What follows belongs to an exercise in optimizing a design on an open flow for small area and a short achievable clock period; a production flow would make more cautious choices. In this exercise RTL edits were held to simulation tests only and were not proved equivalent to the original. Power figures rest on the tool's default switching activity, not on a simulated workload.

run A:
==> module hashed_global_branch_predictor, before the edit <==
module hashed_global_branch_predictor #(
    parameter GHR_WIDTH = 8,
    parameter HASH_KEY  = 8'b10111010   
)(
    input  wire              clk,
    input  wire              rst,
    input  wire              predict_request,
    output wire              predicted_taken,
    input  wire              update_enable,
    input  wire              actual_taken
);
    localparam N = 1 << GHR_WIDTH;
    reg  [GHR_WIDTH-1:0] ghr;
    reg  [N-1:0]         pn;       
    reg  [N-1:0]         h;        
    reg                  pred_q;   
    wire [GHR_WIDTH-1:0] index = ghr ^ HASH_KEY;
    assign predicted_taken = predict_request & pred_q;
    wire new_h = ~(pred_q ^ actual_taken);
    wire [15:0] row = rst ? 16'hffff : (16'd1 << index[7:4]);
    wire [15:0] col = rst ? 16'hffff :
                      update_enable ? (16'd1 << index[3:0]) : 16'd0;
    wire wr_pn = ~actual_taken & ~rst;
    wire wr_h  = new_h & ~rst;
    genvar i;
    generate
        for (i = 0; i < N; i = i + 1) begin : g_entry
            wire sel  = row[i >> 4] & col[i & 15];
            wire selp = sel & (~h[i] | rst);
            always @(posedge clk) begin
                if (selp) pn[i] <= wr_pn;
            end
            always @(posedge clk) begin
                if (rst)      h[i] <= 1'b0;
                else if (sel) h[i] <= wr_h;
            end
        end
    endgenerate
    wire [GHR_WIDTH-2:0] pair = ghr[GHR_WIDTH-2:0] ^ HASH_KEY[GHR_WIDTH-1:1];
    wire [N/2-1:0] pn_even, pn_odd;
    generate
        for (i = 0; i < N/2; i = i + 1) begin : g_pair
            assign pn_even[i] = pn[2*i];
            assign pn_odd[i]  = pn[2*i+1];
        end
    endgenerate
    wire rd_even = ~pn_even[pair];
    wire rd_odd  = ~pn_odd[pair];
    wire rd_p    = (actual_taken ^ HASH_KEY[0]) ? rd_odd : rd_even;
    wire same = (ghr[GHR_WIDTH-2:0] == ghr[GHR_WIDTH-1:1]) &&
                (actual_taken == ghr[0]);
    wire h_same = ghr[0] ? h[~HASH_KEY] : h[HASH_KEY];
    wire new_p  = h_same ? pred_q : actual_taken;
    always @(posedge clk or posedge rst) begin
        if (rst) begin
            ghr    <= 0;
            pred_q <= 1'b1;
        end else if (update_enable) begin
            ghr    <= {ghr[GHR_WIDTH-2:0], actual_taken};
            pred_q <= same ? new_p : rd_p;
        end
    end
endmodule
Settings: LEC_CHECK=0, CAP_MARGIN=20, CORE_MARGIN=2, CORE_UTILIZATION=40, CTS_CLUSTER_DIAMETER=100, CTS_CLUSTER_SIZE=25, SETUP_SLACK_MARGIN=3.38, SLEW_MARGIN=20, TNS_END_PERCENT=100; clock period 6.0 ns.
run.sh (not shown) runs the stock make flow with config.mk's settings and CLKGATE_MAP_FILE= SYNTH_SCRIPT=/design/flow/synth_recipe.tcl, a recipe that flattens the netlist after the stock synthesis.
Looking at the reports, run A completed the entire flow and the layout it produced met the timing, design-rule and antenna checks.
#### Input delta (run R over run A)
==> flow/design.v <==
module hashed_global_branch_predictor #(
    parameter GHR_WIDTH = 8,
    parameter HASH_KEY  = 8'b10111010   
)(
    input  wire              clk,
    input  wire              rst,
    input  wire              predict_request,
    output wire              predicted_taken,
    input  wire              update_enable,
    input  wire              actual_taken
);
    localparam N = 1 << GHR_WIDTH;
    reg  [GHR_WIDTH-1:0] ghr;
    reg  [N-1:0]         pn;       
    reg  [N-1:0]         h;        
    reg                  pred_q;   
    wire [GHR_WIDTH-1:0] index = ghr ^ HASH_KEY;
    assign predicted_taken = predict_request & pred_q;
    wire new_h = ~(pred_q ^ actual_taken);
    wire [15:0] row = 16'd1 << index[7:4];
    wire [15:0] col = update_enable ? (16'd1 << index[3:0]) : 16'd0;
    genvar i;
    generate
        for (i = 0; i < N; i = i + 1) begin : g_entry
            wire sel  = row[i >> 4] & col[i & 15];
            wire selp = sel & ~h[i];
            always @(posedge clk or posedge rst) begin
                if (rst) begin
                    pn[i] <= 1'b0;
                    h[i]  <= 1'b0;
                end else begin
                    if (selp) pn[i] <= ~actual_taken;
                    if (sel)  h[i]  <= new_h;
                end
            end
        end
    endgenerate
    wire [GHR_WIDTH-2:0] pair = ghr[GHR_WIDTH-2:0] ^ HASH_KEY[GHR_WIDTH-1:1];
    wire [N/2-1:0] pn_even, pn_odd;
    generate
        for (i = 0; i < N/2; i = i + 1) begin : g_pair
            assign pn_even[i] = pn[2*i];
            assign pn_odd[i]  = pn[2*i+1];
        end
    endgenerate
    wire rd_even = ~pn_even[pair];
    wire rd_odd  = ~pn_odd[pair];
    wire rd_p    = (actual_taken ^ HASH_KEY[0]) ? rd_odd : rd_even;
    wire same = (ghr[GHR_WIDTH-2:0] == ghr[GHR_WIDTH-1:1]) &&
                (actual_taken == ghr[0]);
    wire h_same = ghr[0] ? h[~HASH_KEY] : h[HASH_KEY];
    wire new_p  = h_same ? pred_q : actual_taken;
    always @(posedge clk or posedge rst) begin
        if (rst) begin
            ghr    <= 0;
            pred_q <= 1'b1;
        end else if (update_enable) begin
            ghr    <= {ghr[GHR_WIDTH-2:0], actual_taken};
            pred_q <= same ? new_p : rd_p;
        end
    end
endmodule
Results
- Per the comparison of run R with run A, growth of design area from synthesis to finish decreased 2.1 points; post-synthesis share of cell area spent on full adders, half adders and majority gates was more or less identical.
- Compared with run A, in run R average size of a mapped cell decreased by 4.8% relative to the old numbers, met1 layer usage reported by global route went up by 1.9 points, antenna diode instance count held, leakage power summed over all cells higher, area share of xor/xnor cells in the synthesized design comparable.
- Design area of run R exceeds that of run A by a few percent.
- Summary of run R over run A: power of the sequential group down 12%, clock network fraction of design power up 2.7 points, smallest setup slack after layout flat.
- Run R: sequential share of power 1.0 points below run A
- [compare] base=run A new=run R: total routed wirelength shows an increase of 7200 um, placeable core region moved up.

========
Setup of alpha:
hashed_global_branch_predictor, a different RTL version from the one above (not shown whole).
Size in the first run: roughly 6 I/O pins, roughly 22000 sq um of cells after synthesis.
==> module hashed_global_branch_predictor, before the edit <==
module hashed_global_branch_predictor #(
    parameter GHR_WIDTH = 8,
    parameter HASH_KEY  = 8'b10111010   
)(
    input  wire              clk,
    input  wire              rst,
    input  wire              predict_request,
    output wire              predicted_taken,
    input  wire              update_enable,
    input  wire              actual_taken
);
    localparam N = 1 << GHR_WIDTH;
    reg  [GHR_WIDTH-1:0] ghr;
    reg  [N-1:0]         pn;       
    reg  [N-1:0]         h;        
    reg                  pred_q;   
    wire [GHR_WIDTH-1:0] index = ghr ^ HASH_KEY;
    assign predicted_taken = predict_request & pred_q;
    wire new_h = ~(pred_q ^ actual_taken);
    wire [15:0] row = rst ? 16'hffff : (16'd1 << index[7:4]);
    wire [15:0] col = rst ? 16'hffff :
                      update_enable ? (16'd1 << index[3:0]) : 16'd0;
    wire wr_pn = ~actual_taken & ~rst;
    wire wr_h  = new_h & ~rst;
    genvar i;
    generate
        for (i = 0; i < N; i = i + 1) begin : g_entry
            wire sel  = row[i >> 4] & col[i & 15];
            wire selp = sel & (~h[i] | rst);
            always @(posedge clk) begin
                if (selp) pn[i] <= wr_pn;
                if (sel)  h[i]  <= wr_h;
            end
        end
    endgenerate
    wire [GHR_WIDTH-2:0] pair = ghr[GHR_WIDTH-2:0] ^ HASH_KEY[GHR_WIDTH-1:1];
    wire [N/2-1:0] pn_even, pn_odd;
    generate
        for (i = 0; i < N/2; i = i + 1) begin : g_pair
            assign pn_even[i] = pn[2*i];
            assign pn_odd[i]  = pn[2*i+1];
        end
    endgenerate
    wire rd_even = ~pn_even[pair];
    wire rd_odd  = ~pn_odd[pair];
    wire rd_p    = (actual_taken ^ HASH_KEY[0]) ? rd_odd : rd_even;
    wire same = (ghr[GHR_WIDTH-2:0] == ghr[GHR_WIDTH-1:1]) &&
                (actual_taken == ghr[0]);
    wire h_same = ghr[0] ? h[~HASH_KEY] : h[HASH_KEY];
    wire new_p  = h_same ? pred_q : actual_taken;
    always @(posedge clk or posedge rst) begin
        if (rst) begin
            ghr    <= 0;
            pred_q <= 1'b1;
        end else if (update_enable) begin
            ghr    <= {ghr[GHR_WIDTH-2:0], actual_taken};
            pred_q <= same ? new_p : rd_p;
        end
    end
endmodule
clock: 6.0 ns
lec_check: 0
cap_margin: 20
core_margin: 2
core_utilization: 40
setup_slack_margin: 3.3
slew_margin: 20
For beta, these inputs were changed with respect to alpha:
--- a/flow/design.v
+++ b/flow/design.v
@@ -15,22 +15,24 @@
     reg  [N-1:0]         h;        
     reg                  pred_q;   
     wire [GHR_WIDTH-1:0] index = ghr ^ HASH_KEY;
     assign predicted_taken = predict_request & pred_q;
-    wire new_h = ~(pred_q ^ actual_taken);
+    wire cur_h = h[index];
+    wire upd_p = cur_h ? pred_q : actual_taken;
+    wire upd_h = ~(pred_q ^ actual_taken);
     wire [15:0] row = rst ? 16'hffff : (16'd1 << index[7:4]);
-    wire [15:0] col = rst ? 16'hffff :
-                      update_enable ? (16'd1 << index[3:0]) : 16'd0;
-    wire wr_pn = ~actual_taken & ~rst;
-    wire wr_h  = new_h & ~rst;
+    wire [15:0] col = rst ? 16'hffff : (16'd1 << index[3:0]);
+    wire wr_pn = ~rst & ~(update_enable ? upd_p : pred_q);
+    wire wr_h  = ~rst &  (update_enable ? upd_h : cur_h);
     genvar i;
     generate
         for (i = 0; i < N; i = i + 1) begin : g_entry
-            wire sel  = row[i >> 4] & col[i & 15];
-            wire selp = sel & (~h[i] | rst);
+            wire sel = row[i >> 4] & col[i & 15];
             always @(posedge clk) begin
-                if (selp) pn[i] <= wr_pn;
-                if (sel)  h[i]  <= wr_h;
+                if (sel) begin
+                    pn[i] <= wr_pn;
+                    h[i]  <= wr_h;
+                end
             end
         end
     endgenerate
     wire [GHR_WIDTH-2:0] pair = ghr[GHR_WIDTH-2:0] ^ HASH_KEY[GHR_WIDTH-1:1];
@@ -45,16 +47,14 @@
     wire rd_odd  = ~pn_odd[pair];
     wire rd_p    = (actual_taken ^ HASH_KEY[0]) ? rd_odd : rd_even;
     wire same = (ghr[GHR_WIDTH-2:0] == ghr[GHR_WIDTH-1:1]) &&
                 (actual_taken == ghr[0]);
-    wire h_same = ghr[0] ? h[~HASH_KEY] : h[HASH_KEY];
-    wire new_p  = h_same ? pred_q : actual_taken;
     always @(posedge clk or posedge rst) begin
         if (rst) begin
             ghr    <= 0;
             pred_q <= 1'b1;
         end else if (update_enable) begin
             ghr    <= {ghr[GHR_WIDTH-2:0], actual_taken};
-            pred_q <= same ? new_p : rd_p;
+            pred_q <= same ? upd_p : rd_p;
         end
     end
 endmodule
## What came out
- beta completed every stage of the flow, and the final layout passed the timing, design-rule and antenna checks.
- Reported for beta and alpha, number of synthesized flops with an enable pin turned out identical to the last digit.
- From alpha to beta the numbers moved as follows: amount of wire on met2 after detailed routing rose by about 28%; worst hold slack across all endpoints has increased; fraction of met1 tracks used by global routing now larger; slew at the pin closest to its max-slew limit climbed 0.17 ns.
- beta vs alpha: synthesized cell count down by a little under 10%
- beta vs alpha, last element of the critical path: pn[53]$_DFFE_PP_ vs predicted_taken
- Of beta and alpha, the lower total power of the final layout belongs to alpha.
- | fraction of power consumed by combinational cells | lower: alpha |
- In beta, sequential share of power is lower than in alpha.
- Going from alpha to beta, post-layout instance area went up, via density per instance went up.
- For number of filler cells placed in the layout, dividing the value from alpha by the value from beta gives 1.08.
- Between beta and alpha, the difference in total number of sequential cells is negligible.
- Run comparison: beta critical path's slowest cell sky130_fd_sc_hd__or4_4; alpha critical path's slowest cell sky130_fd_sc_hd__and2_4
- Compared with alpha, beta shows a higher final worst-path cycle share.

static timing again, ports no longer ideal:
Ports are ideal in the flow. The routed layouts listed here were re-timed in OpenROAD.
Step 1 sets driving cells, clkbuf_16 on the clock port and buf_2 on the other inputs (assumed; they add their load-dependent delay and slew).
Step 2 also shifts input and output timing later by t, the mid clock arrival at the registers, as if the neighbouring blocks saw the same clock.
Slacks: ideal ports / drivers / drivers and shift; pairs: ideal ports / drivers.
run | t, ns | setup WS [ns] | worst setup path after step 2 | latest minus earliest clock arrival (ns)
run A | 0.631 | 3.280 / 3.248 / 2.772 | input to register | 0.023 / 0.023
run R | 0.631 | 3.281 / 3.245 / 2.788 | input to register | 0.020 / 0.019
alpha | 0.639 | 3.281 / 3.248 / 2.712 | input to register | 0.016 / 0.017
beta | 0.666 | 2.162 / 2.162 / 2.162 | register to register | 0.040 / 0.040
After both steps every run listed still meets setup and hold. For alpha, which loses most, drivers alone change the setup slack by -0.033 ns; drivers and shift together by -0.569 ns.
